Context: an optimization exercise on an open-source flow, tuned for small area, a short achievable clock period and few clock cycles. The choices shown serve that exercise and are no tape-out recipe. Where RTL was checked, it was by simulation tests only, not by an equivalence proof against the original. The RTL of runs 1 and 2 was laid out without a check of its function. No activity file was given, so power comes from the tool's default toggle rates.

File: flow/design.v
module FAdd(
    input rst,
    input clk,
    input  [31:0]               a,
    input  [31:0]               b,
    output reg [31:0]           c,
    output reg [2:0]            state
);
    wire a_s = a[31];
    wire b_s = b[31];
    wire [7:0] a_e = a[30:23];
    wire [7:0] b_e = b[30:23];
    wire a_h = |a_e;
    wire b_h = |b_e;
    wire a_max = &a_e;
    wire b_max = &b_e;
    wire a_mz = ~|a[22:0];
    wire b_mz = ~|b[22:0];
    wire a_inf = a_max & a_mz;
    wire b_inf = b_max & b_mz;
    wire any_nan = (a_max & ~a_mz) | (b_max & ~b_mz) | (a_inf & b_inf & (a_s ^ b_s));
    wire any_inf = a_inf | b_inf;
    wire swap, same;
    fa_gt #(31) u_cmp(.a(b[30:0]), .b(a[30:0]), .gt(swap), .eq(same));
    wire [7:0] ea1 = {a_e[7:1], a_e[0] | ~a_h};    
    wire [7:0] eb1 = {b_e[7:1], b_e[0] | ~b_h};
    wire [7:0] d = swap ? eb1 - ea1 : ea1 - eb1;
    wire [7:0] e_big = swap ? eb1 : ea1;
    wire s_big = swap ? b_s : a_s;
    wire [23:0] m_big = swap ? {b_h, b[22:0]} : {a_h, a[22:0]};
    wire [23:0] m_sml = swap ? {a_h, a[22:0]} : {b_h, b[22:0]};
    wire sub = a_s ^ b_s;
    wire big = |d[7:5];
    reg [25:0] t;
    reg        st;
    integer k;
    always @* begin
        t = {m_sml, 2'b00};
        st = 1'b0;
        for (k = 0; k < 5; k = k + 1)
            if (d[k]) begin
                st = st | |(t & ((26'd1 << (1 << k)) - 1));
                t = t >> (1 << k);
            end
    end
    wire [25:0] al = big ? 26'd0 : t;
    wire sticky = big ? |m_sml : st;
    wire [27:0] op_s = {1'b0, al, sticky};
    wire [27:0] sum;
    fa_add #(28) u_add(.x({1'b0, m_big, 3'b000}), .y(op_s ^ {28{sub}}), .ci(sub), .s(sum));
    reg first_n;               
    reg [27:0] r_sum;
    reg [7:0]  r_e;
    reg        r_s;
    reg        r_nan;
    reg        r_inf;
    always @(posedge clk) begin
        first_n <= rst;
        if (!first_n) begin
            r_sum <= sum;
            r_e   <= e_big;
            r_s   <= s_big & ~(sub & same);    
            r_nan <= any_nan;
            r_inf <= any_inf;
        end
    end
    reg [27:0] lim;
    integer i;
    always @* begin
        for (i = 0; i < 28; i = i + 1)
            lim[i] = (r_e == 27 - i);
    end
    wire [27:0] lz_in = r_sum | lim;
    wire [4:0] lz;
    fa_lzc u_lzc(.x({lz_in, 4'b0000}), .n(lz), .zero());
    reg [27:0] n;
    integer j;
    always @* begin
        n = r_sum;
        for (j = 4; j >= 0; j = j - 1)
            if (lz[j]) n = n << (1 << j);
    end
    wire [7:0] ex = {8{n[27]}} & (r_e + 8'd1 - {3'b0, lz});
    wire rnd = n[3] & (n[2] | n[1] | n[0] | n[4]);
    wire [30:0] pk;
    fa_inc #(31) u_inc(.x({ex, n[26:4]}), .ci(rnd), .s(pk));
    wire ovf = (r_e == 8'd254) & r_sum[27];
    always @* begin
        state = {3{first_n}};
        if (r_nan)
            c = 32'h7f800001;
        else if (r_inf | ovf)
            c = {r_s, 8'hff, 23'd0};
        else
            c = {r_s, pk};
    end
endmodule
module fa_add #(parameter N = 28) (
    input  [N-1:0] x,
    input  [N-1:0] y,
    input          ci,
    output [N-1:0] s
);
    localparam M = N + 1;
    reg [M-1:0] g, p, gn, pn;
    integer l, i;
    always @* begin
        g = {x & y, ci};
        p = {x ^ y, 1'b0};
        for (l = 1; l < M; l = l * 2) begin
            gn = g; pn = p;
            for (i = 0; i < M; i = i + 1)
                if ((i / l) % 2 == 1) begin
                    gn[i] = g[i] | (p[i] & g[(i/l)*l - 1]);
                    pn[i] = p[i] & p[(i/l)*l - 1];
                end
            g = gn; p = pn;
        end
    end
    assign s = x ^ y ^ g[M-2:0];
endmodule
module fa_inc #(parameter N = 31) (
    input  [N-1:0] x,
    input          ci,
    output [N-1:0] s
);
    reg [N-1:0] p, pn;
    integer l, i;
    always @* begin
        p = x;
        for (l = 1; l < N; l = l * 2) begin
            pn = p;
            for (i = 0; i < N; i = i + 1)
                if ((i / l) % 2 == 1) pn[i] = p[i] & p[(i/l)*l - 1];
            p = pn;
        end
    end
    assign s = x ^ ({p[N-2:0], 1'b1} & {N{ci}});
endmodule
module fa_gt #(parameter N = 31) (
    input  [N-1:0] a,
    input  [N-1:0] b,
    output         gt,
    output         eq
);
    reg [N-1:0] g, e, gn, en;
    integer l, i;
    always @* begin
        g = a & ~b;
        e = ~(a ^ b);
        for (l = 1; l < N; l = l * 2) begin
            gn = g; en = e;
            for (i = 0; i < N; i = i + 1)
                if ((i / l) % 2 == 1) begin
                    gn[i] = g[i] | (e[i] & g[(i/l)*l - 1]);
                    en[i] = e[i] & e[(i/l)*l - 1];
                end
            g = gn; e = en;
        end
    end
    assign gt = g[N-1];
    assign eq = e[N-1];
endmodule
module fa_lzc (
    input  [31:0] x,
    output [4:0]  n,
    output        zero
);
    reg [15:0] z0;  reg [15:0] c0;       
    reg [7:0]  z1;  reg [15:0] c1;       
    reg [3:0]  z2;  reg [11:0] c2;       
    reg [1:0]  z3;  reg [7:0]  c3;       
    integer i;
    always @* begin
        for (i = 0; i < 16; i = i + 1) begin
            z0[i] = ~x[2*i+1] & ~x[2*i];
            c0[i] = ~x[2*i+1];
        end
        for (i = 0; i < 8; i = i + 1) begin
            z1[i] = z0[2*i+1] & z0[2*i];
            c1[2*i +: 2] = z0[2*i+1] ? {1'b1, c0[2*i]} : {1'b0, c0[2*i+1]};
        end
        for (i = 0; i < 4; i = i + 1) begin
            z2[i] = z1[2*i+1] & z1[2*i];
            c2[3*i +: 3] = z1[2*i+1] ? {1'b1, c1[2*(2*i) +: 2]} : {1'b0, c1[2*(2*i+1) +: 2]};
        end
        for (i = 0; i < 2; i = i + 1) begin
            z3[i] = z2[2*i+1] & z2[2*i];
            c3[4*i +: 4] = z2[2*i+1] ? {1'b1, c2[3*(2*i) +: 3]} : {1'b0, c2[3*(2*i+1) +: 3]};
        end
    end
    assign n = z3[1] ? {1'b1, c3[3:0]} : {1'b0, c3[7:4]};
    assign zero = z3[1] & z3[0];
endmodule
File: flow/flow/run.sh
#!/bin/bash
# Layout flow: the standard flow (standard.sh) with two changes.
#  1. Synthesis is the standard synthesis script, except that ABC maps
#     the logic with flow/map.abc instead of ORFS's abc_area.script.  All
#     other synthesis steps, and so every register, are unchanged.
#  2. buffer_ports uses sky130_fd_sc_hd__buf_2 for the port buffers (every
#     input and output still gets its own buffer).
set -euo pipefail
W=$(pwd)
cat > "$W/my_synth.tcl" <<EOT
proc abc {args} {
  set i [lsearch -exact \$args -script]
  if {\$i >= 0} { lset args [expr {\$i+1}] $W/flow/map.abc }
  yosys abc {*}\$args
}
source $W/synth_recipe.tcl
EOT
sed "s#SYNTH_SCRIPT=[^ ]*#SYNTH_SCRIPT=$W/my_synth.tcl#" standard.sh > my_standard.sh
grep -q "SYNTH_SCRIPT=$W/my_synth.tcl" my_standard.sh
export BUFFER_PORTS_ARGS="-buffer_cell sky130_fd_sc_hd__buf_2"
bash my_standard.sh > standard.log 2>&1
File: flow/flow/map.abc
&get -n
&st
&dch
&nf -R 1000
&put
topo
stime -c
buffer -c
upsize -c
dnsize -c
File: flow/standard.sh
#!/bin/bash
# synth_recipe.tcl (not shown) runs the flow's synth.tcl, then flattens the netlist and writes it again
# the make line also repeats each setting of config.mk as NAME=value (left out here)
make -C /OpenROAD-flow-scripts/flow DESIGN_CONFIG=/design/flow/config.mk WORK_HOME=/design/flow/orfs CLKGATE_MAP_FILE= SYNTH_SCRIPT=/design/flow/synth_recipe.tcl "${@:-finish}"
File: flow/config.mk
export PLATFORM = sky130hd
export DESIGN_NAME = FAdd
export DESIGN_NICKNAME = FAdd
export VERILOG_FILES = /design/flow/design.v
export SDC_FILE = /design/flow/constraint.sdc
export NUM_CORES = 4
export LEC_CHECK = 0
export ABC_AREA = 1
export CAP_MARGIN = 20
export CORE_MARGIN = 2
export CORE_UTILIZATION = 40
export CTS_BUF_LIST = sky130_fd_sc_hd__clkbuf_8
export SETUP_SLACK_MARGIN = 1.5
export SLEW_MARGIN = 20
File: flow/constraint.sdc
create_clock -name core_clock -period 10.0 [get_ports {clk}]
set_input_delay 2.0000 -clock core_clock [delete_from_list [all_inputs] [get_ports {clk}]]
set_output_delay 2.0000 -clock core_clock [all_outputs]
set_load 0.01 [all_outputs]
==> reports/metrics.yaml, run 1 <==
drt_iter0_markers: 371
vias: 8366
area_growth_pct: 10.22
min_period_ps: 8094
slowest_delay_ps: 460
gp_congestion: 0.9594
worstPathMaxFanout: 15
finalSetupViolCount: 0
hold_viol: 0
synth-edff-count: 39
clockBufferDepth: 2
hold_buffers: 0
postSynthAreaPerCell_um2: 7.097
root_buffer: "clkbuf_8"
drt_wl_total_um: 24400
cp-end-kind: "register"
cts_tree: "yes"
antenna_found_initial: 0
grt_pass1_wl_um: 39140
start_kind: "primary input"
p_per_area_nw_per_um2: 176.8
clk_pin_slew_ps: 70
ios: 101
cp.required_ps: 10020
htree_levels: 2
core_um2: 20360
fin_tns_setup_ps: 0
worst_pin_slew_ps: 781.6
relSlewSlack_pct: 47.70
cts-buffers-inserted: 5
fin_skew_ps: 8.763
peakVddDrop_v: 0.00004809
wl_per_cell_um: 16.10
mostFrequentLayoutCell: "nor2_1"
die_area_um2: 22030
hpwlAfterDp_um: 20540
outcome: "no timing/DRC/antenna violations"
viasPerCell: 5.522
ys.warnings.count: 5
reg2reg_depth: 2
clock_latency_ps: 290
rsz0062_at_grt: "yes"
fmax_mhz: 123.5
ys_seq_area_share_pct: 14.27
crit_type: "primary input to register"
hold_path.class: "register to register"
whs_ps: 878.2
nets: 1395
crit_arrival_ps: 8120
synth_seq_cells: 40
leakage_nw: 4.094
whs_path_depth: 2
cts.sinks: 40
syn_inst: 1176
syn-num-nets: 1326
cap_violations: 0
firstDrtPassIters: 5
io_buffers: 100
slew_violations: 0
synth_top_flop_cell: "edfxtp_1"
std_cell_rows: 52
initial_core_util_pct: 40.98
grt_overflow_total: 0
fin_crit_sh_pct: 80.94
grt_usage_pct: 21.84
final_cell_mix: "157 x nor2_1, 134 x a21oi_1, 118 x nand2_1"
synthesis.area_um2: 8346
crit_top_cell: "a21oi_1"
dp_cells: 1497
ys_async_sr_fraction_pct: 0
grt_max_degree: 96
ant_nets: 0
grt_pass1_vias: 7689
layout.cells.non_filler: 1515
drive_gt1_share_pct: 15.02
yosysUniqueCellTypes: 76
antenna_cells: 0
die_y_um: 148.4
die_w_um: 148.4
post-route-drc-count: 0
cp_slowest_cell: "xor2_1"
-- timing repair --
action	CTS	global route
gates resized for setup	2	4
setup endpoints to repair	5	27
setup buffers	0	10
pin swaps	0	2
cloned	1	0
-- cells in the mapped netlist (9+ instances only) --
master	number	area share (%)
and2_1	12	0.90
edfxtp_1	39	14
o22ai_1	9	0.67
clkbuf_1	34	1.5
o21ai_0	79	4.7
nor3_1	19	1.1
ha_1	78	12
a211oi_1	16	1.4
a311oi_1	11	1.2
inv_1	79	3.6
xnor2_1	51	5.4
nand3_1	17	1.0
xor2_1	14	1.5
o21ai_1	12	0.72
mux2i_1	72	8.6
a31oi_1	18	1.3
a21oi_2	17	1.8
and3_1	20	1.5
buf_2	14	0.84
a21o_1	13	1.2
a21oi_1	135	8.1
nand2_1	119	5.4
nand4_1	23	1.7
nor2_1	157	7.1
nor4_1	18	1.3
-- path summary, 6_finish.rpt --
| path | start | endpoint | slack, ps |
|---|---|---|---|
| worst min-delay path | first_n | r_sum[6] | 880 |
| worst max-delay path | a[25] | r_sum[27] | 1910 |
| worst max register to register | first_n | r_e[1] | 8860 |
| worst min register to register | first_n | r_sum[6] | 880 |
-- layer usage --
| metal | global-route usage [%] | vias to the layer above | wire, um | part of all wire (%) |
|---|---|---|---|---|
| li1 | - | 4353 | - | - |
| met1 | 27.64 | 3788 | 11020 | 45 |
| met2 | 40.81 | 195 | 12160 | 50 |
| met3 | 0.8282 | 30 | 813 | 3.3 |
| met4 | 5.429 | 0 | 404 | 1.7 |
| met5 | 0 | - | 0 | 0 |
-- registers in the layout, summed over array words and instances (netlist names) --
register,count
r_sum,28
r_e,8
first_n,1
r_inf,1
r_nan,1
r_s,1
-- critical path, delay by kind of cell --
kind | cells | cell delay (ps)
compound gates | 16 | 3300
fa+ha+maj | 2 | 730
simple gates | 5 | 730
xor+xnor | 3 | 690
buf+inv | 3 | 350
mux | 1 | 320
-- cell type report --
class,instances,area (um2)
clock inverter,2,8.758
fill,2188,11170
clock buffer,5,68.82
inverter,82,312.8
sequential,40,1191
multi-input combinational,994,6601
tap,270,337.8
timing repair buffer,122,678.2
-- per-stage QoR --
stage	total power [mW]	cell area, um2	setup slack, ps	utilization (%)
2_1_floorplan	1.197	8346	2190	-
3_3_place_gp	1.514	8999	1173	44.19
3_5_place_dp	1.512	8999	1059	44.19
4_1_cts	1.618	9105	1508	44.71
5_1_grt	1.795	9199	1476	45.17
6_report	1.626	9199	1906	45.17
-- power breakdown --
group | internal (mW) | leakage (nW) | switching, mW
sequential | 0.254 | 0.395 | 0.0607
combinational | 0.484 | 3.65 | 0.732
clock | 0.0463 | 0.0452 | 0.0486
-- cell families (layout without fill, tap and decap cells) --
logic type	after synthesis	in the layout	synth area share, %
XOR/XNOR	65	65	6.822
multiplexers	78	78	9.535
adder cells (fa/ha/maj)	84	84	13.13
AND/OR/NAND/NOR	423	423	23.75
buffers and inverters	143	211	7.466
AO/OA/AOI/OAI	343	344	25.02
flip-flops	40	40	14.27
==> run 2: changes to the inputs <==
==> flow/flow/map.abc (replaced) <==
&get -n
&st
&dch
&nf -R 1000
&put
strash
dch
amap
topo
stime -c
buffer -c
upsize -c
dnsize -c
==> reports/metrics.yaml, run 2 <==
synthesis.area_um2: 7895  # was 8346 um2
r2r-end: "r_e[4]"  # was r_e[1]
fin_skew_ps: 18.38  # was 8.763 ps
outcome: "no timing/DRC/antenna violations"  # unchanged
synth_seq_cells: 40  # unchanged
grt_max_degree: 69  # was 96
viasPerCell: 5.836  # was 5.522
leakage_nw: 3.778  # was 4.094 nW
hold_viol: 0  # unchanged
r2r_slack_ps: 8820  # was 8860 ps
hold_buffers: 0  # unchanged
antenna_found_initial: 1  # was 0
top_register: "r_sum"  # unchanged
grt_pass1_vias: 7629  # was 7689
ys_async_sr_fraction_pct: 0  # unchanged
slew_violations: 0  # unchanged
worstPathMaxFanout: 12  # was 15
nets: 1425  # was 1395
die_w_um: 144.5  # was 148.4 um
die_area_um2: 20880  # was 22030 um2
ys_seq_area_share_pct: 15.09  # was 14.27%
postSynthAreaPerCell_um2: 6.674  # was 7.097 um2
fill_cells: 2056  # was 2188
die_y_um: 144.5  # was 148.4 um
peakVddDrop_v: 0.00005749  # was 0.00004809 V
cp_slowest_cell: "nor3_1"  # was xor2_1
synth_top_cells_by_count: "195 x nor2_1, 157 x o22ai_1, 127 x a21oi_1, 117 x inv_1, 78 x ha_1"  # was 157 x nor2_1, 135 x a21oi_1, 119 x nand2_1, 79 x inv_1, 79 x o21ai_0
yosysUniqueCellTypes: 83  # was 76
io_buffers: 100  # unchanged
worst_pin_slew_ps: 960.9  # was 781.6 ps
yosys-top-cells-area: "edfxtp_1 15%, o22ai_1 12%, ha_1 12%"  # was edfxtp_1 14%, ha_1 12%, mux2i_1 8.6%
reg2reg_depth: 2  # unchanged
cp-end-kind: "output pin"  # was register
syn_inst: 1183  # was 1176
drt_iter0_markers: 876  # was 371
wl_per_cell_um: 16.98  # was 16.10 um
crit_type: "register to output pin"  # was primary input to register
yosysTopAreaCell: "edfxtp_1"  # unchanged
ios: 101  # unchanged
clk_pin_slew_ps: 100  # was 70 ps
yosysMostFrequentCell: "nor2_1"  # unchanged
hp-start: "first_n"  # unchanged
synth-edff-count: 39  # unchanged
clock_latency_ps: 320  # was 290 ps
crit_top_cell: "nor2_4"  # was a21oi_1
largest_registers: "r_sum (28), r_e (8)"  # unchanged
relSlewSlack_pct: 35.81  # was 47.70%
firstDrtPassIters: 5  # unchanged
final_cell_mix: "194 x nor2_1, 154 x o22ai_1, 125 x a21oi_1"  # was 157 x nor2_1, 134 x a21oi_1, 118 x nand2_1
fin_crit_sh_pct: 81.79  # was 80.94%
min_period_ps: 8179  # was 8094 ps
cts.sinks: 40  # unchanged
rsz0062_at_grt: "yes"  # unchanged
totalPowerFinal_mw: 1.444  # was 1.626 mW
fin_tns_setup_ps: 0  # unchanged
vias: 8994  # was 8366
hpwlAfterDp_um: 20990  # was 20540 um
gp_congestion: 0.9858  # was 0.9594
start_kind: "register"  # was primary input
crit_arrival_ps: 6180  # was 8120 ps
fmax_mhz: 122.3  # was 123.5 MHz
reg2reg_from: "first_n"  # unchanged
clockBufferDepth: 2  # unchanged
drt_wl_total_um: 26170  # was 24400 um
netlist.area_leader.share_pct: 14.83  # was 14.03%
synth_top_flop_cell: "edfxtp_1"  # unchanged
whs_path_depth: 2  # unchanged
initial_core_util_pct: 40.70  # was 40.98%
cap_violations: 0  # unchanged
std_cell_rows: 51  # was 52
syn-num-nets: 1333  # was 1326
finalSetupViolCount: 0  # unchanged
core_um2: 19400  # was 20360 um2
antenna_cells: 0  # unchanged
grt_pass1_wl_um: 39680  # was 39140 um
cp.required_ps: 8000  # was 10020 ps
htree_levels: 2  # unchanged
slowest_delay_ps: 400  # was 460 ps
ys.warnings.count: 5  # unchanged
holdPathEnd: "r_sum[19]"  # was r_sum[6]
cts-buffers-inserted: 5  # unchanged
cts_tree: "yes"  # unchanged
drive_gt1_share_pct: 18.18  # was 15.02%
grt_overflow_total: 0  # unchanged
largest_reg_flops: 28  # unchanged
grt_usage_pct: 23.98  # was 21.84%
p_per_area_nw_per_um2: 157.7  # was 176.8 nW/um2
mostFrequentLayoutCell: "nor2_1"  # unchanged
ant_nets: 0  # unchanged
post-route-drc-count: 0  # unchanged
area_growth_pct: 15.96  # was 10.22%
hold_path.class: "register to register"  # unchanged
root_buffer: "clkbuf_8"  # unchanged
run 2: cell families after synthesis:
family                   Yosys count  share of synthesized area (%)
adder cells (fa/ha/maj)           84                          13.88
buffers and inverters            192                          9.699
XOR/XNOR                           1                         0.1110
AND/OR/NAND/NOR                  414                          25.10
AO/OA/AOI/OAI                    452                          36.12
flip-flops                        40                          15.09
run 2: worst max-delay path by stage:
stage | slack [ps] | from | to | cells after the start
after floorplan | 2150 | a[26] | r_sum[27] | 39
after global placement | 940 | a[26] | r_sum[27] | 38
after detailed placement | 930 | a[26] | r_sum[27] | 37
after CTS | 1540 | r_e[6] | c[30] | 34
after global routing | 1450 | r_e[6] | c[30] | 35
final | 1820 | r_e[6] | c[30] | 35
run 2: what timing repair did:
item                       in CTS  in global routing
gates cloned                    0                  5
setup endpoints to repair       6                 28
buffers inserted                3                 27
pin swaps                       1                  8
gates resized for setup         2                 50
run 2: worst max-delay path, delay by kind of cell (launching register included):
family | cells | cell delay (ps)
AOI/OAI and AO/OA | 3 | 500
adders and majority gates | 1 | 170
and+or+nand+nor | 23 | 3730
DFF | 1 | 370
buffers and inverters | 8 | 1060
run 2: cell type report:
type / instances / area, um2 / share of cell area, %
flip-flops and latches: 40 / 1191 / 13.01
clock buffers: 5 / 68.82 / 0.7517
repair buffers: 142 / 865.8 / 9.457
multi-input cells: 952 / 6090 / 66.52
inverters: 133 / 539.3 / 5.890
clock inverters: 3 / 63.81 / 0.6970
repair inverters: 1 / 5.005 / 0.05467
well taps: 265 / 331.6 / 3.622
run 2: layer usage:
layer  wire length (um)  share of wire (%)  track usage (%)
met5                  0                  0                0
met4                718                2.7            7.409
met3               1395                5.3            1.954
met2              11720                 45            38.04
met1              12340                 47            34.57
run 2: per-stage QoR:
stage | util [%] | cells | hold WS (ps) | instance area [um2] | worst slack, ps
after global placement | 44.12 | 1498 | 904.2 | 8558 | 944.7
after detailed placement | 44.12 | 1498 | 906.4 | 8558 | 926.9
after global routing | 47.19 | 1541 | 1011 | 9155 | 1446
final | 47.19 | 1541 | 890.3 | 9155 | 1821
after CTS | 44.97 | 1509 | 919.2 | 8723 | 1541
after floorplan | - | 1183 | 1134 | 7895 | 2149
run 2: report_power, final:
group / leakage (nW) / internal, mW / switching [mW]
Combinational: 3.31 / 0.389 / 0.634
Sequential: 0.395 / 0.231 / 0.0304
Clock: 0.0695 / 0.0988 / 0.0615
==> run 3: changes to the inputs <==
--- a/flow/design.v
+++ b/flow/design.v
@@ -21,3 +21,2 @@
     wire any_nan = (a_max & ~a_mz) | (b_max & ~b_mz) | (a_inf & b_inf & (a_s ^ b_s));
-    wire any_inf = a_inf | b_inf;
     wire swap, same;
@@ -55,3 +54,2 @@
     reg        r_nan;
-    reg        r_inf;
     always @(posedge clk) begin
@@ -63,3 +61,2 @@
             r_nan <= any_nan;
-            r_inf <= any_inf;
         end
@@ -91,3 +88,3 @@
             c = 32'h7f800001;
-        else if (r_inf | ovf)
+        else if (&r_e | ovf)         
             c = {r_s, 8'hff, 23'd0};
==> reports/metrics.yaml, run 3 <==
vias: 9378  # was 8994
p_int_mw: 0.7263  # was 0.7181 mW
start_kind: "register"  # unchanged
ys_async_sr_fraction_pct: 0  # unchanged
final.setup.worst_slack_ps: 1769  # was 1821 ps
die_area_um2: 20920  # was 20880 um2
netlist.area_leader.share_pct: 14.42  # was 14.83%
grt_max_degree: 59  # was 69
crit_type: "register to output pin"  # unchanged
clock_latency_ps: 300  # was 320 ps
leakage_nw: 4.057  # was 3.778 nW
synthesis.area_um2: 7913  # was 7895 um2
cap_violations: 0  # unchanged
finalSetupViolCount: 0  # unchanged
drt_wl_total_um: 27240  # was 26170 um
crit_top_cell: "inv_2"  # was nor2_4
largest_reg_flops: 28  # unchanged
whs_ps: 903.9  # was 890.3 ps
gp_congestion: 1.012  # was 0.9858
yosysTopAreaCell: "edfxtp_1"  # unchanged
fin_skew_ps: 12.40  # was 18.38 ps
cp_slowest_cell: "or3_4"  # was nor3_1
io_buffers: 100  # unchanged
clockPowerShare_pct: 9.5  # was 11.1%
drt_iter0_markers: 963  # was 876
wl_per_cell_um: 17.33  # was 16.98 um
fmax_mhz: 121.5  # was 122.3 MHz
initial_core_util_pct: 40.66  # was 40.70%
min_period_ps: 8231  # was 8179 ps
pwr-share-comb_pct: 73.5  # was 70.8%
syn-num-nets: 1328  # was 1333
top_register: "r_sum"  # unchanged
root_buffer: "clkbuf_8"  # unchanged
yosysUniqueCellTypes: 79  # was 83
post-route-drc-count: 0  # unchanged
synth-edff-count: 38  # was 39
hold_buffers: 0  # unchanged
largest_registers: "r_sum (28), r_e (8)"  # unchanged
fill_cells: 1994  # was 2056
synth_top_cells_by_count: "202 x nor2_1, 161 x o22ai_1, 121 x a21oi_1, 116 x inv_1, 78 x ha_1"  # was 195 x nor2_1, 157 x o22ai_1, 127 x a21oi_1, 117 x inv_1, 78 x ha_1
mostFrequentLayoutCell: "nor2_1"  # unchanged
grt_pass1_wl_um: 40980  # was 39680 um
synth_top_flop_cell: "edfxtp_1"  # unchanged
die_y_um: 144.6  # was 144.5 um
cp-end-kind: "output pin"  # unchanged
clk_pin_slew_ps: 90  # was 100 ps
multi_input_area_um2: 6355  # was 6090 um2
grt_usage_pct: 24.64  # was 23.98%
r2r_slack_ps: 8810  # was 8820 ps
cts.sinks: 39  # was 40
viasPerCell: 5.966  # was 5.836
netSwitchingPower_mw: 0.7567  # was 0.7256 mW
swShare_pct: 51.03  # was 50.26%
fin_crit_sh_pct: 82.31  # was 81.79%
clockBufferDepth: 2  # unchanged
outcome: "no timing/DRC/antenna violations"  # unchanged
slew_violations: 0  # unchanged
seq_area_um2: 1161  # was 1191 um2
slowest_delay_ps: 430  # was 400 ps
drive_gt1_share_pct: 23.03  # was 18.18%
grt_pass1_vias: 7965  # was 7629
fin_tns_setup_ps: 0  # unchanged
ios: 101  # unchanged
core_um2: 19460  # was 19400 um2
final_cell_mix: "199 x nor2_1, 151 x o22ai_1, 113 x a21oi_1"  # was 194 x nor2_1, 154 x o22ai_1, 125 x a21oi_1
firstDrtPassIters: 6  # was 5
ant_nets: 0  # unchanged
worst_pin_slew_ps: 665.9  # was 960.9 ps
nets: 1456  # was 1425
htree_levels: 2  # unchanged
area_growth_pct: 22.69  # was 15.96%
syn_inst: 1178  # was 1183
dpl_cell_area_um2: 8633  # was 8558 um2
p_per_area_nw_per_um2: 152.8  # was 157.7 nW/um2
rsz0062_at_grt: "yes"  # unchanged
antenna_cells: 0  # unchanged
std_cell_rows: 51  # unchanged
grt_overflow_total: 0  # unchanged
cp.required_ps: 8000  # about the same
antenna_found_initial: 0  # was 1
yosys-top-cells-area: "edfxtp_1 14%, o22ai_1 13%, ha_1 12%"  # was edfxtp_1 15%, o22ai_1 12%, ha_1 12%
hpwlAfterDp_um: 21220  # was 20990 um
ys_seq_area_share_pct: 14.67  # was 15.09%
cts-buffers-inserted: 5  # unchanged
fin_area_um2: 9708  # was 9155 um2
ys.warnings.count: 5  # unchanged
worstPathMaxFanout: 7  # was 12
dp_slack_ps: 1094  # was 926.9 ps
die_w_um: 144.6  # was 144.5 um
crit_arrival_ps: 6230  # was 6180 ps
synth_seq_cells: 39  # was 40
postSynthAreaPerCell_um2: 6.717  # was 6.674 um2
hold_path.class: "register to register"  # unchanged
peakVddDrop_v: 0.00007805  # was 0.00005749 V
relSlewSlack_pct: 55.55  # was 35.81%
seqPwrFrac_pct: 17.0  # was 18.1%
hold_viol: 0  # unchanged
yosysMostFrequentCell: "nor2_1"  # unchanged
cts_tree: "yes"  # unchanged
run 3: routing by layer:
metal | up-vias | GRT usage [%] | routed length (um)
met5 | - | 0 | 0
met4 | 0 | 5.979 | 640
met3 | 44 | 2.252 | 1696
met2 | 405 | 40.88 | 12500
met1 | 4271 | 34.54 | 12400
li1 | 4658 | - | -
run 3: per-stage QoR:
step                      instances  power [mW]  util, %
final                          1572       1.483    49.88
after floorplan                1178      0.9625        -
after global routing           1572       1.618    49.88
after detailed placement       1500       1.225    44.36
after global placement         1500       1.225    44.36
after CTS                      1511       1.378    45.24
run 3: what timing repair did:
action,CTS,global route
pin swaps,1,41
gates cloned,2,4
buffers inserted,1,57
hold endpoints to repair,0,0
endpoints found under the setup margin,7,25
resized for setup,5,84
run 3: worst max-delay path: cells and delay by family, from the launching register on:
family	cells	cell delay [ps]
AOI/OAI and AO/OA	7	870
adders and majority gates	1	160
DFF	1	410
buffers and inverters	11	1030
and+or+nand+nor	21	3430
run 3: kinds of logic after synthesis:
group,synth area share [%]
adder cells (fa/ha/maj),13.85
buffers and inverters,9.677
AND/OR/NAND/NOR,25.44
AO/OA/AOI/OAI,36.35
flip-flops,14.67
run 3: cell type report:
type | instances | area share, %
Inverter | 134 | 5.645
Timing Repair Buffer | 178 | 12.18
Tap cell | 265 | 3.415
Sequential cell | 39 | 11.96
Clock inverter | 2 | 0.3609
Clock buffer | 6 | 0.8506
Timing Repair inverter | 2 | 0.1289
Multi-Input combinational cell | 946 | 65.46
run 3: final timing paths:
path | from | endpoint | depth (start not counted)
worst max-delay path | r_e[6] | c[30] | 40
worst min-delay path | first_n | r_sum[8] | 2
worst max register to register | first_n | r_sum[27] | 2
worst min register to register | first_n | r_sum[8] | 2
run 3: power by group through the flow:
stage               combinational (mW)  clock (mW)  sequential, mW
floorplan                        0.722           0           0.240
finish                            1.09       0.140           0.253
global placement                 0.970           0           0.255
detailed placement               0.970           0           0.255
global route                      1.21       0.151           0.255
CTS                              0.982       0.144           0.251
Testbench counts of run 3, summed over its fixed seeds: cycles 24,000.
==> run 4: changes to the inputs <==
==> flow/flow/map.abc (replaced) <==
&get -n
&st
&dch
&nf -R 10
&put
topo
stime -c
buffer -c
upsize -c
dnsize -c
==> reports/metrics.yaml, run 4 <==
outcome: "no timing/DRC/antenna violations"  # unchanged
largest_reg_flops: 28  # unchanged
crit_top_cell: "a21o_1"  # was inv_2
relSlewSlack_pct: 43.92  # was 55.55%
htree_levels: 2  # unchanged
cap_violations: 0  # unchanged
core_um2: 21090  # was 19460 um2
die_w_um: 150.6  # was 144.6 um
slowest_delay_ps: 600  # was 430 ps
ios: 101  # unchanged
top_register: "r_sum"  # unchanged
yosysUniqueCellTypes: 85  # was 79
antenna_cells: 0  # unchanged
netSwitchingPower_mw: 0.8986  # was 0.7567 mW
post-route-drc-count: 0  # unchanged
ys_async_sr_fraction_pct: 0  # unchanged
firstDrtPassIters: 5  # was 6
seqPwrFrac_pct: 18.6  # was 17.0%
grt_usage_pct: 21.19  # was 24.64%
pwr-share-comb_pct: 75.6  # was 73.5%
p_per_area_nw_per_um2: 183.0  # was 152.8 nW/um2
yosysTopAreaCell: "mux2i_1"  # was edfxtp_1
drt_iter0_markers: 686  # was 963
area_growth_pct: 10.39  # was 22.69%
fmax_mhz: 124.1  # was 121.5 MHz
synthesis.area_um2: 8599  # was 7913 um2
p_int_mw: 0.8387  # was 0.7263 mW
slew_violations: 0  # unchanged
leakage_nw: 4.276  # was 4.057 nW
reg2reg_from: "first_n"  # unchanged
cp_slowest_cell: "o31ai_2"  # was or3_4
netlist.area_leader.share_pct: 15.36  # was 14.42%
min_period_ps: 8058  # was 8231 ps
fin_skew_ps: 6.877  # was 12.40 ps
ant_nets: 0  # unchanged
crit_arrival_ps: 8080  # was 6230 ps
ys.warnings.count: 5  # unchanged
drive_gt1_share_pct: 16.01  # was 23.03%
totalPowerFinal_mw: 1.737  # was 1.483 mW
synth_top_flop_cell: "edfxtp_1"  # unchanged
cts.sinks: 39  # unchanged
grt_pass1_vias: 7661  # was 7965
clockPowerShare_pct: 5.8  # was 9.5%
yosysMostFrequentCell: "mux2i_1"  # was nor2_1
yosys-top-cells-area: "mux2i_1 15%, edfxtp_1 13%, ha_1 11%"  # was edfxtp_1 14%, o22ai_1 13%, ha_1 12%
syn_inst: 1102  # was 1178
nets: 1317  # was 1456
postSynthAreaPerCell_um2: 7.804  # was 6.717 um2
viasPerCell: 5.765  # was 5.966
hold_path.class: "register to register"  # unchanged
r2r_slack_ps: 8840  # was 8810 ps
fin_crit_sh_pct: 80.58  # was 82.31%
crit_type: "primary input to register"  # was register to output pin
synth_seq_cells: 39  # unchanged
r2r-end: "r_sum[27]"  # unchanged
hold_buffers: 0  # unchanged
hp-start: "first_n"  # unchanged
drt_wl_total_um: 24850  # was 27240 um
peakVddDrop_v: 0.00007168  # was 0.00007805 V
clock_latency_ps: 290  # was 300 ps
gp_congestion: 0.9077  # was 1.012
holdPathEnd: "r_sum[2]"  # was r_sum[8]
cp-end-kind: "register"  # was output pin
start_kind: "primary input"  # was register
hold_viol: 0  # unchanged
finalSetupViolCount: 0  # unchanged
grt_max_degree: 61  # was 59
dp_cells: 1428  # was 1500
layout.cells.non_filler: 1443  # was 1572
vias: 8319  # was 9378
reg2reg_depth: 2  # unchanged
cp.required_ps: 10020  # was 8000 ps
initial_core_util_pct: 40.78  # was 40.66%
wl_per_cell_um: 17.22  # was 17.33 um
worst_pin_slew_ps: 841.2  # was 665.9 ps
final_cell_mix: "129 x mux2i_1, 103 x a21oi_1, 103 x nor2_1"  # was 199 x nor2_1, 151 x o22ai_1, 113 x a21oi_1
std_cell_rows: 53  # was 51
syn-num-nets: 1252  # was 1328
fin_tns_setup_ps: 0  # unchanged
cts_tree: "yes"  # unchanged
antenna_found_initial: 0  # unchanged
largest_registers: "r_sum (28), r_e (8)"  # unchanged
grt_overflow_total: 0  # unchanged
mostFrequentLayoutCell: "mux2i_1"  # was nor2_1
swShare_pct: 51.72  # was 51.03%
whs_path_depth: 2  # unchanged
root_buffer: "clkbuf_8"  # unchanged
whs_ps: 896.0  # was 903.9 ps
worstPathMaxFanout: 30  # was 7
die_y_um: 150.6  # was 144.6 um
hpwlAfterDp_um: 20400  # was 21220 um
clk_pin_slew_ps: 80  # was 90 ps
rsz0062_at_grt: "no"  # was yes
cts-buffers-inserted: 5  # unchanged
ys_seq_area_share_pct: 13.50  # was 14.67%
grt_pass1_wl_um: 38940  # was 40980 um
synth-edff-count: 38  # unchanged
clockBufferDepth: 2  # unchanged
die_area_um2: 22690  # was 20920 um2
synth_top_cells_by_count: "132 x mux2i_1, 104 x nor2_1, 103 x a21oi_1, 78 x ha_1, 73 x nand2_1"  # was 202 x nor2_1, 161 x o22ai_1, 121 x a21oi_1, 116 x inv_1, 78 x ha_1
io_buffers: 100  # unchanged
[run 4: changes by cell type after synthesis, moves of 13 or more]
cell / before / now
o22ai_1: 161 / 8
mux2i_1: 0 / 132
nor2_1: 202 / 104
inv_1: 116 / 70
xor2_1: 0 / 35
and3_1: 3 / 28
xnor2_1: 0 / 25
a21oi_1: 121 / 103
a21o_1: 3 / 20
clkbuf_1: 35 / 20
o21ai_0: 49 / 63
a211oi_1: 20 / 7
[run 4: final cells by class]
class / count / area, um2
clock buffers: 5 / 68.82
clock inverters: 3 / 15.01
fillers: 2157 / 11590
inverters: 74 / 277.8
multi-input cells: 931 / 6955
flip-flops and latches: 39 / 1161
well taps: 275 / 344.1
repair buffers: 116 / 670.6
[run 4: worst max-delay path: cells and delay by family]
family,cells,cell delay (ps)
compound gates,17,3730
mux,4,780
fa+ha+maj,2,670
buf+inv,4,500
xor+xnor,2,230
simple gates,2,140
[run 4: cells by family (layout without fill, tap and decap cells)]
kind of cell | count (synthesis) | after routing | synth area share [%]
flip-flops | 39 | 39 | 13.50
AND/OR/NAND/NOR | 341 | 341 | 20.25
adder cells (fa/ha/maj) | 84 | 84 | 12.75
AO/OA/AOI/OAI | 295 | 297 | 22.39
buffers and inverters | 135 | 198 | 7.260
multiplexers | 146 | 146 | 17.36
XOR/XNOR | 62 | 63 | 6.489
[run 4: how the worst max path moves through the flow]
stage          start   endpoint  slack, ps  cells after the start
3_3_place_gp    a[3]  r_sum[16]       1180                     25
2_1_floorplan  a[11]  r_sum[27]       1840                     31
3_5_place_dp   a[25]  r_sum[16]       1160                     27
4_1_cts        a[25]  r_sum[27]       1580                     28
6_report        a[3]  r_sum[27]       1940                     31
5_1_grt        a[25]  r_sum[27]       1550                     31
[run 4: what timing repair did]
action	CTS	global route
gates cloned	0	4
endpoints found under the setup margin	3	13
buffers inserted	0	3
gates resized for setup	2	18
pin swaps	0	2
endpoints found under the hold margin	0	0
[run 4: stage by stage]
stage	area [um2]	util [%]	setup slack, ps
final	9493	45.02	1942
after global routing	9493	45.02	1550
after CTS	9324	44.21	1577
after detailed placement	9236	43.80	1156
after global placement	9236	43.80	1182
after floorplan	8600	-	1838
[run 4: power by group through the flow]
stage	Clock [mW]	Sequential, mW	Combinational [mW]
after floorplan	0	0.287	0.980
after global placement	0	0.321	1.27
after global routing	0.110	0.327	1.46
final	0.101	0.322	1.31
after detailed placement	0	0.323	1.28
after CTS	0.105	0.319	1.29
[run 4: per-layer routing]
metal	part of all wire, %	GRT usage (%)
met5	0	0
met2	47	36.70
met4	2.5	6.449
met3	4.3	2.030
met1	46	27.85
==> run 5: changes to the inputs <==
==> flow/flow/map.abc (replaced) <==
&get -n
&st
&dch
&nf -R 30
&put
topo
stime -c
buffer -c
upsize -c
dnsize -c
==> reports/metrics.yaml, run 5 <==
ys.warnings.count: 5  # unchanged
antenna_found_initial: 0  # unchanged
fin_skew_ps: 3.960  # was 6.877 ps
grt_usage_pct: 21.31  # was 21.19%
finalSetupViolCount: 0  # unchanged
initial_core_util_pct: 41.11  # was 40.78%
vias: 8313  # was 8319
ios: 101  # unchanged
cap_violations: 0  # unchanged
die_area_um2: 22100  # was 22690 um2
wl_per_cell_um: 16.75  # was 17.22 um
viasPerCell: 5.709  # was 5.765
syn_inst: 1121  # was 1102
relSlewSlack_pct: 46.25  # was 43.92%
synthesis.area_um2: 8372  # was 8599 um2
whs_path_depth: 2  # unchanged
largest_registers: "r_sum (28), r_e (8)"  # unchanged
root_buffer: "clkbuf_8"  # unchanged
r2r-end: "r_e[4]"  # was r_sum[27]
hold_buffers: 0  # unchanged
slew_violations: 0  # unchanged
top_register: "r_sum"  # unchanged
seqPwrFrac_pct: 18.4  # was 18.6%
layout.cells.non_filler: 1456  # was 1443
ant_nets: 0  # unchanged
leakage_nw: 4.151  # was 4.276 nW
cts.sinks: 39  # unchanged
cts-buffers-inserted: 5  # unchanged
grt_max_degree: 97  # was 61
nets: 1336  # was 1317
start_kind: "primary input"  # unchanged
worstPathMaxFanout: 25  # was 30
crit_top_cell: "a21o_1"  # unchanged
synth-edff-count: 38  # unchanged
grt_pass1_vias: 7510  # was 7661
grt_pass1_wl_um: 38380  # was 38940 um
clock_latency_ps: 290  # about the same
hp-start: "first_n"  # unchanged
gp_congestion: 0.9568  # was 0.9077
clockBufferDepth: 2  # unchanged
postSynthAreaPerCell_um2: 7.468  # was 7.804 um2
reg2reg_depth: 2  # unchanged
slowest_delay_ps: 380  # was 600 ps
outcome: "no timing/DRC/antenna violations"  # unchanged
syn-num-nets: 1271  # was 1252
reg2reg_from: "first_n"  # unchanged
io_buffers: 100  # unchanged
std_cell_rows: 52  # was 53
hpwlAfterDp_um: 20010  # was 20400 um
fill_cells: 2128  # was 2157
final_cell_mix: "138 x nor2_1, 131 x a21oi_1, 100 x buf_2"  # was 129 x mux2i_1, 103 x a21oi_1, 103 x nor2_1
crit_arrival_ps: 8170  # was 8080 ps
cts_tree: "yes"  # unchanged
swShare_pct: 50.89  # was 51.72%
peakVddDrop_v: 0.00005665  # was 0.00007168 V
largest_reg_flops: 28  # unchanged
synth_top_cells_by_count: "139 x nor2_1, 133 x a21oi_1, 90 x mux2i_1, 82 x nand2_1, 78 x ha_1"  # was 132 x mux2i_1, 104 x nor2_1, 103 x a21oi_1, 78 x ha_1, 73 x nand2_1
clockPowerShare_pct: 7.2  # was 5.8%
mostFrequentLayoutCell: "nor2_1"  # was mux2i_1
drt_iter0_markers: 522  # was 686
p_per_area_nw_per_um2: 183.9  # was 183.0 nW/um2
cp-end-kind: "register"  # unchanged
area_growth_pct: 10.39  # about the same
yosysTopAreaCell: "edfxtp_1"  # was mux2i_1
yosysUniqueCellTypes: 81  # was 85
yosys-top-cells-area: "edfxtp_1 14%, ha_1 12%, mux2i_1 11%"  # was mux2i_1 15%, edfxtp_1 13%, ha_1 11%
synth_seq_cells: 39  # unchanged
min_period_ps: 8143  # was 8058 ps
rsz0062_at_grt: "yes"  # was no
hold_viol: 0  # unchanged
pwr-share-comb_pct: 74.3  # was 75.6%
netSwitchingPower_mw: 0.8647  # was 0.8986 mW
grt_overflow_total: 0  # unchanged
synth_top_flop_cell: "edfxtp_1"  # unchanged
whs_ps: 876.8  # was 896.0 ps
netlist.area_leader.share_pct: 13.63  # was 15.36%
drt_wl_total_um: 24380  # was 24850 um
post-route-drc-count: 0  # unchanged
cp.required_ps: 10030  # was 10020 ps
drive_gt1_share_pct: 15.09  # was 16.01%
crit_type: "primary input to register"  # unchanged
antenna_cells: 0  # unchanged
yosysMostFrequentCell: "nor2_1"  # was mux2i_1
fmax_mhz: 122.8  # was 124.1 MHz
fin_crit_sh_pct: 81.43  # was 80.58%
ys_async_sr_fraction_pct: 0  # unchanged
clk_pin_slew_ps: 70  # was 80 ps
hold_path.class: "register to register"  # unchanged
holdPathEnd: "r_sum[9]"  # was r_sum[2]
firstDrtPassIters: 6  # was 5
die_w_um: 148.7  # was 150.6 um
htree_levels: 2  # unchanged
cp_slowest_cell: "ha_1"  # was o31ai_2
core_um2: 20360  # was 21090 um2
ys_seq_area_share_pct: 13.87  # was 13.50%
die_y_um: 148.7  # was 150.6 um
r2r_slack_ps: 8870  # was 8840 ps
dp_cells: 1443  # was 1428
totalPowerFinal_mw: 1.699  # was 1.737 mW
p_int_mw: 0.8345  # was 0.8387 mW
worst_pin_slew_ps: 804.6  # was 841.2 ps
fin_tns_setup_ps: 0  # unchanged
==> run 5: changes by cell type after synthesis, sizes merged, moves of 7 or more <==
cell	change
nor3	-7
nand2	+11
nand4	-7
a21oi	+31
nand4b	+7
and3	-11
mux2i	-44
nor2	+35
==> run 5: kinds of logic after synthesis <==
group	Yosys count	share of synthesized area (%)
and+or+nand+nor	370	21.95
AOI/OAI and AO/OA	333	24.91
buffers and inverters	129	6.994
muxes	104	12.69
adders and majority gates	84	13.09
xor gates and xnor gates	62	6.486
DFF	39	13.87
==> run 5: what timing repair did <==
action	4_1_cts	5_1_grt
setup endpoints to repair	0	9
gates resized for setup	0	12
endpoints found under the hold margin	0	0
setup buffers	0	3
==> run 5: cell type report <==
cell class | instances | area (um2) | area share, %
clock buffer | 5 | 68.82 | 0.7447
clock inverter | 2 | 33.78 | 0.3656
inverter | 70 | 262.8 | 2.843
multi-input combinational | 954 | 6724 | 72.76
sequential | 39 | 1161 | 12.56
tap | 270 | 337.8 | 3.656
timing repair buffer | 116 | 653.1 | 7.067
==> run 5: per-stage QoR <==
step	util (%)	area [um2]	setup slack, ps
after floorplan	-	8372	1749
after global placement	44.37	9035	1446
after detailed placement	44.37	9035	1300
after CTS	44.87	9138	1579
after global routing	45.38	9241	1367
final	45.38	9241	1857
==> run 5: worst max-delay path: cells and delay by family <==
family	cells	cell delay (ps)
multiplexers	1	300
XOR/XNOR	3	390
adder cells (fa/ha/maj)	2	580
AO/OA/AOI/OAI	18	3400
AND/OR/NAND/NOR	6	900
buffers and inverters	4	590
==> run 5: how the worst max path moves through the flow <==
stage               startpoint        end  depth (start not counted)
floorplan                 a[1]  r_sum[27]                         31
global placement          a[1]  r_sum[27]                         34
detailed placement        a[1]  r_sum[27]                         34
CTS                       a[1]  r_sum[27]                         34
global route             a[25]  r_sum[27]                         34
finish                   a[25]  r_sum[27]                         34
==> run 5: metal layers <==
layer | part of all wire [%] | wire [um] | up-vias | GRT usage, %
met4 | 2.1 | 510 | 0 | 6.095
met1 | 45 | 11050 | 3777 | 28.44
met3 | 4.1 | 1007 | 41 | 0.6748
li1 | - | - | 4239 | -
met2 | 48 | 11810 | 256 | 37.71
met5 | 0 | 0 | - | 0
==> run 5: power groups by stage <==
stage	combinational [mW]	clock, mW	sequential (mW)
CTS	1.24	0.129	0.310
detailed placement	1.24	0	0.313
finish	1.26	0.123	0.313
floorplan	0.951	0	0.282
global placement	1.23	0	0.314
global route	1.41	0.132	0.316
==> run 6: changes to the inputs <==
==> flow/flow/map.abc (replaced) <==
&get -n
&st
&dch
&nf -R 1000
&put
topo
stime -c
buffer -c
upsize -c
dnsize -c
==> reports/metrics.yaml, run 6 <==
outcome: "no timing/DRC/antenna violations"  # unchanged
nets: 1387  # was 1336
largest_registers: "r_sum (28), r_e (8)"  # unchanged
rsz0062_at_grt: "yes"  # unchanged
whs_ps: 892.1  # was 876.8 ps
crit_top_cell: "a21o_1"  # unchanged
die_w_um: 146.4  # was 148.7 um
slew_violations: 0  # unchanged
hold_viol: 0  # unchanged
start_kind: "primary input"  # unchanged
yosysTopAreaCell: "edfxtp_1"  # unchanged
ios: 101  # unchanged
fmax_mhz: 124.4  # was 122.8 MHz
leakage_nw: 4.182  # was 4.151 nW
firstDrtPassIters: 5  # was 6
worst_pin_slew_ps: 699.6  # was 804.6 ps
ys_seq_area_share_pct: 14.31  # was 13.87%
root_buffer: "clkbuf_8"  # unchanged
p_per_area_nw_per_um2: 181.9  # was 183.9 nW/um2
area_growth_pct: 13.18  # was 10.39%
core_um2: 20100  # was 20360 um2
cts_tree: "yes"  # unchanged
synth_seq_cells: 39  # unchanged
grt_overflow_total: 0  # unchanged
slowest_delay_ps: 390  # was 380 ps
cp_slowest_cell: "a2111oi_0"  # was ha_1
crit_type: "primary input to register"  # unchanged
ys_async_sr_fraction_pct: 0  # unchanged
fin_tns_setup_ps: 0  # unchanged
hold_buffers: 0  # unchanged
ant_nets: 0  # unchanged
clk_pin_slew_ps: 80  # was 70 ps
relSlewSlack_pct: 53.14  # was 46.25%
drt_wl_total_um: 24110  # was 24380 um
die_area_um2: 21450  # was 22100 um2
cp-end-kind: "register"  # unchanged
mostFrequentLayoutCell: "nor2_1"  # unchanged
worstPathMaxFanout: 25  # unchanged
syn_inst: 1162  # was 1121
fin_crit_sh_pct: 80.37  # was 81.43%
dpl_cell_area_um2: 8827  # was 9035 um2
antenna_found_initial: 0  # unchanged
viasPerCell: 5.584  # was 5.709
post-route-util_pct: 45.69  # was 45.38%
hpwlAfterDp_um: 19810  # was 20010 um
vias: 8420  # was 8313
yosysMostFrequentCell: "nor2_1"  # unchanged
post-route-drc-count: 0  # unchanged
synth_top_cells_by_count: "172 x nor2_1, 161 x a21oi_1, 98 x nand2_1, 79 x o21ai_0, 78 x ha_1"  # was 139 x nor2_1, 133 x a21oi_1, 90 x mux2i_1, 82 x nand2_1, 78 x ha_1
finalSetupViolCount: 0  # unchanged
fin_skew_ps: 9.193  # was 3.960 ps
yosys-top-cells-area: "edfxtp_1 14%, ha_1 12%, a21oi_1 9.9%"  # was edfxtp_1 14%, ha_1 12%, mux2i_1 11%
dp_slack_ps: 1178  # was 1300 ps
clock_latency_ps: 290  # about the same
netlist.area_leader.share_pct: 14.06  # was 13.63%
grt_pass1_wl_um: 38540  # was 38380 um
gp_congestion: 0.9297  # was 0.9568
std_cell_rows: 52  # unchanged
antenna_cells: 0  # unchanged
cts-buffers-inserted: 5  # unchanged
top_register: "r_sum"  # unchanged
cts.sinks: 39  # unchanged
synthesis.area_um2: 8117  # was 8372 um2
synth-edff-count: 38  # unchanged
io_buffers: 100  # unchanged
final.setup.worst_slack_ps: 1963  # was 1857 ps
cp.required_ps: 10020  # was 10030 ps
final_cell_mix: "168 x nor2_1, 159 x a21oi_1, 100 x buf_2"  # was 138 x nor2_1, 131 x a21oi_1, 100 x buf_2
fin_area_um2: 9186  # was 9241 um2
clockBufferDepth: 2  # unchanged
htree_levels: 2  # unchanged
largest_reg_flops: 28  # unchanged
synth_top_flop_cell: "edfxtp_1"  # unchanged
yosysUniqueCellTypes: 64  # was 81
crit_arrival_ps: 8060  # was 8170 ps
drt_iter0_markers: 558  # was 522
fill_cells: 2094  # was 2128
initial_core_util_pct: 40.37  # was 41.11%
min_period_ps: 8037  # was 8143 ps
drive_gt1_share_pct: 14.54  # was 15.09%
peakVddDrop_v: 0.00006520  # was 0.00005665 V
syn-num-nets: 1312  # was 1271
grt_usage_pct: 21.78  # was 21.31%
cap_violations: 0  # unchanged
grt_max_degree: 116  # was 97
hold_path.class: "register to register"  # unchanged
wl_per_cell_um: 15.99  # was 16.75 um
grt_pass1_vias: 7732  # was 7510
postSynthAreaPerCell_um2: 6.985  # was 7.468 um2
ys.warnings.count: 5  # unchanged
die_y_um: 146.4  # was 148.7 um
-- run 6: cell types whose count changed after synthesis, sizes merged, moves of 7 or more --
cell / before / now
a21o: 23 / 14
inv: 70 / 78
nor2: 140 / 173
mux2i: 90 / 77
a211oi: 9 / 18
a21oi: 137 / 162
a31oi: 26 / 16
clkbuf: 24 / 33
nand2: 85 / 98
o21ai: 73 / 81
mux2: 14 / 7
o211ai: 0 / 7
-- run 6: path summary, 6_finish.rpt --
check / from / endpoint / slack [ps] / cells past startpoint
setup / recovery: a[17] / r_sum[27] / 1960 / 31
hold / removal: first_n / r_e[7] / 890 / 2
setup reg to reg: first_n / r_sum[9] / 8850 / 2
hold reg to reg: first_n / r_e[7] / 890 / 2
-- run 6: cell families after synthesis --
kind of cell,Yosys count,synth area share [%]
adders and majority gates,84,13.50
DFF,39,14.31
AOI/OAI and AO/OA,343,24.80
and+or+nand+nor,408,23.00
xor gates and xnor gates,62,6.690
muxes,84,10.47
buffers and inverters,142,7.230
-- run 6: worst max-delay path: cells and delay by family --
family          cells  cell delay (ps)
compound gates     17             3510
buf+inv             4              300
simple gates        4              800
mux                 1              340
fa+ha+maj           2              610
xor+xnor            3              480
-- run 6: through the flow --
stage | total power, mW | cells
after floorplan | 1.170 | 1162
after global placement | 1.495 | 1480
after detailed placement | 1.498 | 1480
after CTS | 1.638 | 1488
after global routing | 1.837 | 1508
final | 1.671 | 1508
-- run 6: final cells by class --
| cell class | instances | area [um2] | area share, % |
|---|---|---|---|
| Timing Repair Buffer | 130 | 763.2 | 8.308 |
| Inverter | 79 | 296.5 | 3.228 |
| Sequential cell | 39 | 1161 | 12.64 |
| Tap cell | 270 | 337.8 | 3.677 |
| Clock buffer | 5 | 68.82 | 0.7491 |
| Clock inverter | 3 | 43.79 | 0.4767 |
| Multi-Input combinational cell | 982 | 6515 | 70.92 |
-- run 6: what timing repair did --
action	4_1_cts	5_1_grt
pin swaps	0	3
gates resized for setup	2	16
endpoints found under the setup margin	3	29
setup buffers	0	18
gates cloned	0	2
-- run 6: power breakdown --
part | internal, mW | switching [mW] | total (mW)
combinational | 0.495 | 0.731 | 1.23
sequential | 0.249 | 0.0644 | 0.314
clock | 0.0743 | 0.0567 | 0.131
total | 0.819 | 0.852 | 1.67
-- run 6: per-layer routing --
layer  part of all wire, %  GRT usage, %  vias to the layer above  routed length, um
met1                    45         27.93                     3814              10870
met2                    47         37.55                      226              11320
met4                   3.8         9.223                        0                905
li1                      -             -                     4341                  -
met3                   4.2         1.969                       39               1013
met5                     0             0                        -                  0
==> run 7: changes to the inputs <==
--- a/flow/config.mk
+++ b/flow/config.mk
@@ -10,3 +10,3 @@
 export CORE_MARGIN = 2
-export CORE_UTILIZATION = 40
+export CORE_UTILIZATION = 30
 export CTS_BUF_LIST = sky130_fd_sc_hd__clkbuf_8
==> reports/metrics.yaml, run 7 <==
yosysMostFrequentCell: "nor2_1"  # unchanged
leakage_nw: 4.160  # was 4.182 nW
top_register: "r_sum"  # unchanged
antenna_found_initial: 0  # unchanged
drt_iter0_markers: 445  # was 558
cts_tree: "yes"  # unchanged
cts.sinks: 39  # unchanged
fin_tns_setup_ps: 0  # unchanged
ys_async_sr_fraction_pct: 0  # unchanged
mostFrequentLayoutCell: "nor2_1"  # unchanged
cp.required_ps: 10020  # about the same
die_area_um2: 28390  # was 21450 um2
initial_core_util_pct: 30.37  # was 40.37%
seqPwrFrac_pct: 18.6  # was 18.8%
firstDrtPassIters: 5  # unchanged
die_y_um: 168.5  # was 146.4 um
wl_per_cell_um: 15.42  # was 15.99 um
fin_crit_sh_pct: 79.99  # was 80.37%
fmax_mhz: 125.0  # was 124.4 MHz
worst-path-stages: 31  # unchanged
ys.warnings.count: 5  # unchanged
hpwlAfterDp_um: 20110  # was 19810 um
synth_top_cells_by_count: "172 x nor2_1, 161 x a21oi_1, 98 x nand2_1, 79 x o21ai_0, 78 x ha_1"  # unchanged
grt_max_degree: 124  # was 116
crit_arrival_ps: 8020  # was 8060 ps
pwr-share-comb_pct: 72.3  # was 73.4%
die_w_um: 168.5  # was 146.4 um
yosysTopAreaCell: "edfxtp_1"  # unchanged
outcome: "no timing/DRC/antenna violations"  # unchanged
totalPowerFinal_mw: 1.672  # was 1.671 mW
drive_gt1_share_pct: 13.50  # was 14.54%
grt_pass1_vias: 7423  # was 7732
area_growth_pct: 13.38  # was 13.18%
cap_violations: 0  # unchanged
slowest_delay_ps: 380  # was 390 ps
std_cell_rows: 60  # was 52
hp-start: "first_n"  # unchanged
viasPerCell: 5.271  # was 5.584
nets: 1379  # was 1387
p_per_area_nw_per_um2: 181.7  # was 181.9 nW/um2
final_cell_mix: "171 x nor2_1, 159 x a21oi_1, 100 x buf_2"  # was 168 x nor2_1, 159 x a21oi_1, 100 x buf_2
root_buffer: "clkbuf_8"  # unchanged
slew_violations: 0  # unchanged
antenna_cells: 0  # unchanged
relSlewSlack_pct: 51.33  # was 53.14%
synth_seq_cells: 39  # unchanged
synthesis.area_um2: 8117  # unchanged
cp_slowest_cell: "nor3_1"  # was a2111oi_0
ys_seq_area_share_pct: 14.31  # unchanged
worst_pin_slew_ps: 727.4  # was 699.6 ps
rsz0062_at_grt: "no"  # was yes
io_buffers: 100  # unchanged
grt_usage_pct: 16.30  # was 21.78%
hold_path.class: "register to register"  # unchanged
fill_cells: 2921  # was 2094
vias: 8281  # was 8420
r2r-end: "r_sum[19]"  # was r_sum[9]
reg2reg_depth: 2  # unchanged
path_delay_family: "compound AO/OA/AOI/OAI gates"  # unchanged
largest_registers: "r_sum (28), r_e (8)"  # unchanged
ios: 101  # unchanged
gp_congestion: 0.9337  # was 0.9297
layout.cells.non_filler: 1571  # was 1508
synth_top_flop_cell: "edfxtp_1"  # unchanged
htree_levels: 2  # unchanged
clockBufferDepth: 2  # unchanged
netSwitchingPower_mw: 0.8359  # was 0.8521 mW
whs_ps: 885.8  # was 892.1 ps
ant_nets: 0  # unchanged
p_int_mw: 0.8361  # was 0.8186 mW
grt_overflow_total: 0  # unchanged
r2r_slack_ps: 8860  # was 8850 ps
peakVddDrop_v: 0.00006944  # was 0.00006520 V
netlist.area_leader.share_pct: 14.06  # unchanged
critical_path_buf_inv_count: 4  # unchanged
post-route-util_pct: 34.43  # was 45.69%
syn_inst: 1162  # unchanged
drt_wl_total_um: 24230  # was 24110 um
largest_reg_flops: 28  # unchanged
reg2reg_from: "first_n"  # unchanged
synth-edff-count: 38  # unchanged
post-route-drc-count: 0  # unchanged
grt_pass1_wl_um: 38140  # was 38540 um
swShare_pct: 49.99  # was 51.00%
start_kind: "primary input"  # unchanged
dp_cells: 1553  # was 1480
cp-end-kind: "register"  # unchanged
whs_path_depth: 2  # unchanged
core_um2: 26730  # was 20100 um2
clk_pin_slew_ps: 70  # was 80 ps
hold_viol: 0  # unchanged
fin_skew_ps: 7.765  # was 9.193 ps
finalSetupViolCount: 0  # unchanged
yosys-top-cells-area: "edfxtp_1 14%, ha_1 12%, a21oi_1 9.9%"  # unchanged
clock_latency_ps: 290  # about the same
yosysUniqueCellTypes: 64  # unchanged
postSynthAreaPerCell_um2: 6.985  # unchanged
crit_type: "primary input to register"  # unchanged
min_period_ps: 7999  # was 8037 ps
cts-buffers-inserted: 5  # unchanged
clockPowerShare_pct: 9.0  # was 7.8%
worstPathMaxFanout: 62  # was 25
holdPathEnd: "r_e[4]"  # was r_e[7]
syn-num-nets: 1312  # unchanged
run 7: cell counts after synthesis:
No cell type changed its count.
run 7: how the worst max path moves through the flow:
stage,start,slack [ps],endpoint
3_5_place_dp,a[9],1430,r_sum[20]
3_3_place_gp,a[15],1610,r_sum[27]
2_1_floorplan,a[17],2110,r_sum[20]
4_1_cts,r_e[6],1540,c[30]
5_1_grt,a[26],1520,r_sum[27]
6_report,a[15],2000,r_sum[27]
run 7: cell families after synthesis:
kind of cell               count (synthesis)  share of synthesized area (%)
AOI/OAI and AO/OA                        343                          24.80
xor gates and xnor gates                  62                          6.690
adders and majority gates                 84                          13.50
buffers and inverters                    142                          7.230
DFF                                       39                          14.31
muxes                                     84                          10.47
and+or+nand+nor                          408                          23.00
run 7: repair_timing:
action	CTS	global route
hold endpoints to repair	0	0
cloned	0	2
endpoints found under the setup margin	1	28
pin swaps	0	1
setup buffers	0	8
resized for setup	1	15
hold buffers	0	0
run 7: worst register-to-register path, delay by kind of cell (launching register included):
kind                   cells  cell delay (ps)
buffers and inverters      2              440
flip-flops                 1              320
run 7: final cells by class:
type	count	area [um2]	area share, %
clock buffers	5	68.82	0.7478
clock inverters	3	63.81	0.6934
flip-flops and latches	39	1161	12.62
multi-input cells	982	6495	70.58
well taps	341	426.7	4.636
repair buffers	122	690.7	7.505
inverters	79	296.5	3.222
run 7: power groups by stage:
| stage | logic [mW] | registers [mW] | clock network, mW |
|---|---|---|---|
| 5_1_grt | 1.35 | 0.315 | 0.163 |
| 6_report | 1.21 | 0.312 | 0.151 |
| 3_3_place_gp | 1.17 | 0.312 | 0 |
| 2_1_floorplan | 0.890 | 0.280 | 0 |
| 3_5_place_dp | 1.18 | 0.312 | 0 |
| 4_1_cts | 1.19 | 0.309 | 0.155 |
run 7: per-layer routing:
layer	vias up	share of wire [%]	GRT usage (%)
met5	-	0	0
met4	0	2.4	5.022
met3	32	4.4	0.7014
met2	246	45	27.16
met1	3689	49	22.84
li1	4314	-	-
run 7: through the flow:
stage               worst slack (ps)  instance area (um2)
floorplan                       2111                 8117
global placement                1615                 8920
detailed placement              1426                 8920
CTS                             1545                 9057
global route                    1520                 9203
finish                          2001                 9203
==> run 8: changes to the inputs <==
--- a/flow/flow/run.sh
+++ b/flow/flow/run.sh
@@ -7,2 +7,4 @@
 #     input and output still gets its own buffer).
+#  3. ORFS's power recovery (RECOVER_POWER) runs after global routing: it
+#     downsizes gates on paths that have slack to spare.
 set -euo pipefail
@@ -20,2 +22,3 @@
 export BUFFER_PORTS_ARGS="-buffer_cell sky130_fd_sc_hd__buf_2"
+export RECOVER_POWER=100
 bash my_standard.sh > standard.log 2>&1
==> reports/metrics.yaml, run 8 <==
outcome: "complete, but fails checks"  # was no timing/DRC/antenna violations
so_faults: "capacitance limit, slew limit"
postSynthAreaPerCell_um2: 6.985  # unchanged
firstDrtPassIters: 5  # unchanged
dp_slack_ps: 1426  # unchanged
leakage_nw: 4.052  # was 4.160 nW
grt_pass1_wl_um: 38140  # unchanged
wl_per_cell_um: 15.48  # was 15.42 um
grt_overflow_total: 0  # unchanged
p_per_area_nw_per_um2: 181.9  # was 181.7 nW/um2
antenna_found_initial: 0  # unchanged
reg2reg_depth: 2  # unchanged
grt_pass1_vias: 7423  # unchanged
synth-edff-count: 38  # unchanged
worstPathMaxFanout: 29  # was 62
grt_max_degree: 124  # unchanged
synth_seq_cells: 39  # unchanged
ys_seq_area_share_pct: 14.31  # unchanged
r2r-end: "r_sum[19]"  # unchanged
syn-num-nets: 1312  # unchanged
htree_levels: 2  # unchanged
relSlewSlack_pct: -64.59  # was 51.33%
totalPowerFinal_mw: 1.654  # was 1.672 mW
cts-buffers-inserted: 5  # unchanged
fin_skew_ps: 7.974  # was 7.765 ps
clock_latency_ps: 290  # about the same
min_period_ps: 8654  # was 7999 ps
cts.sinks: 39  # unchanged
die_area_um2: 28390  # unchanged
start_kind: "register"  # was primary input
yosysTopAreaCell: "edfxtp_1"  # unchanged
hold_path.class: "register to register"  # unchanged
rsz0062_at_grt: "no"  # unchanged
cts_tree: "yes"  # unchanged
slowest_delay_ps: 800  # was 380 ps
largest_registers: "r_sum (28), r_e (8)"  # unchanged
antenna_cells: 0  # unchanged
ios: 101  # unchanged
clk_pin_slew_ps: 70  # about the same
largest_reg_flops: 28  # unchanged
post-route-drc-count: 0  # unchanged
hold_viol: 0  # unchanged
vias: 8289  # was 8281
finalSetupViolCount: 0  # unchanged
yosysUniqueCellTypes: 64  # unchanged
whs_ps: 1554  # was 885.8 ps
crit_type: "register to output pin"  # was primary input to register
yosys-top-cells-area: "edfxtp_1 14%, ha_1 12%, a21oi_1 9.9%"  # unchanged
hpwlAfterDp_um: 20110  # unchanged
worst-path-stages: 30  # was 31
viasPerCell: 5.276  # was 5.271
cap_violations: 3  # was 0
endpoint: "c[29]"  # was r_sum[27]
critical_path_buf_inv_count: 5  # was 4
initial_core_util_pct: 30.37  # unchanged
drt_iter0_markers: 409  # was 445
grt_usage_pct: 16.30  # unchanged
core_um2: 26730  # unchanged
final.setup.worst_slack_ps: 1346  # was 2001 ps
cp-end-kind: "output pin"  # was register
die_y_um: 168.5  # unchanged
reg2reg_from: "first_n"  # unchanged
fmax_mhz: 115.5  # was 125.0 MHz
synth_top_cells_by_count: "172 x nor2_1, 161 x a21oi_1, 98 x nand2_1, 79 x o21ai_0, 78 x ha_1"  # unchanged
mostFrequentLayoutCell: "nor2_1"  # unchanged
top_register: "r_sum"  # unchanged
ant_nets: 0  # unchanged
fill_cells: 2949  # was 2921
cp_slowest_cell: "nor3b_1"  # was nor3_1
netlist.area_leader.share_pct: 14.06  # unchanged
cp.required_ps: 8000  # was 10020 ps
post-route-util_pct: 34.01  # was 34.43%
synthesis.area_um2: 8117  # unchanged
area_growth_pct: 11.98  # was 13.38%
ys_async_sr_fraction_pct: 0  # unchanged
fin_tns_setup_ps: 0  # unchanged
crit_top_cell: "nor2_1"
crit_start: "r_e[6]"  # was a[15]
worst_pin_slew_ps: 2469  # was 727.4 ps
r2r_slack_ps: 7780  # was 8860 ps
drt_wl_total_um: 24310  # was 24230 um
crit_arrival_ps: 6650  # was 8020 ps
yosysMostFrequentCell: "nor2_1"  # unchanged
syn_inst: 1162  # unchanged
std_cell_rows: 60  # unchanged
ys.warnings.count: 5  # unchanged
drive_gt1_share_pct: 10.89  # was 13.50%
die_w_um: 168.5  # unchanged
fin_crit_sh_pct: 86.54  # was 79.99%
gp_congestion: 0.9337  # unchanged
final_cell_mix: "171 x nor2_1, 160 x a21oi_1, 97 x nand2_1"  # was 171 x nor2_1, 159 x a21oi_1, 100 x buf_2
path_delay_family: "simple AND/OR/NAND/NOR gates"  # was compound AO/OA/AOI/OAI gates
synth_top_flop_cell: "edfxtp_1"  # unchanged
clockBufferDepth: 2  # unchanged
hold_buffers: 0  # unchanged
root_buffer: "clkbuf_8"  # unchanged
slew_violations: 116  # was 0
peakVddDrop_v: 0.00006921  # was 0.00006944 V
io_buffers: 100  # unchanged
nets: 1379  # unchanged
-- run 8: cell counts after synthesis --
No cell type changed its count.
-- run 8: worst min-delay path by stage --
| stage | depth (start not counted) | to | slack (ps) | start |
|---|---|---|---|---|
| 3_5_place_dp | 2 | r_e[4] | 890 | first_n |
| 5_1_grt | 2 | r_e[4] | 1710 | first_n |
| 6_report | 2 | r_e[4] | 1550 | first_n |
| 3_3_place_gp | 2 | r_e[2] | 870 | first_n |
| 2_1_floorplan | 1 | r_e[0] | 1120 | first_n |
| 4_1_cts | 2 | r_e[4] | 910 | first_n |
-- run 8: stage by stage --
| step | instances | area, um2 |
|---|---|---|
| 2_1_floorplan | 1162 | 8117 |
| 3_3_place_gp | 1553 | 8920 |
| 3_5_place_dp | 1553 | 8920 |
| 4_1_cts | 1561 | 9057 |
| 5_1_grt | 1571 | 9089 |
| 6_report | 1571 | 9089 |
-- run 8: final cells by class --
class,instances,area (um2),share of cell area [%]
Tap cell,341,426.7,4.694
Inverter,79,296.5,3.263
Sequential cell,39,1161,12.78
Clock inverter,3,63.81,0.7021
Timing Repair Buffer,122,651.9,7.172
Multi-Input combinational cell,982,6420,70.64
Clock buffer,5,68.82,0.7572
-- run 8: cell families after synthesis --
kind of cell	after synthesis	share of synthesized area [%]
AND/OR/NAND/NOR	408	23.00
buffers and inverters	142	7.230
multiplexers	84	10.47
XOR/XNOR	62	6.690
flip-flops	39	14.31
AO/OA/AOI/OAI	343	24.80
adder cells (fa/ha/maj)	84	13.50
-- run 8: metal layers --
metal	GRT usage (%)	routed length, um
met2	27.16	10920
met1	22.84	11810
met3	0.7014	1051
met5	0	0
met4	5.022	539
-- run 8: worst reg2reg max path: cells and delay by family (launching register included) --
kind,cells,cell delay [ps]
buf+inv,2,1460
flops,1,330
-- run 8: power by group --
part | switching, mW | total [mW] | internal [mW] | leakage (nW)
Sequential | 0.0617 | 0.311 | 0.250 | 0.383
Combinational | 0.718 | 1.19 | 0.473 | 3.60
Clock | 0.0525 | 0.151 | 0.0986 | 0.0695
Total | 0.833 | 1.65 | 0.821 | 4.05
-- run 8: repair_timing --
item,in CTS,in global routing
endpoints found under the setup margin,1,28
gates resized for setup,1,15
setup buffers,0,8
pin swaps,0,1
gates cloned,0,2

Check on run 8: ideal ports give 1.346 ns setup slack; a clkbuf_16 on the clock port and buf_2 on the inputs give 1.314 ns; moving port delays by the midpoint clock arrival (0.320 ns) as well gives 1.188 ns.
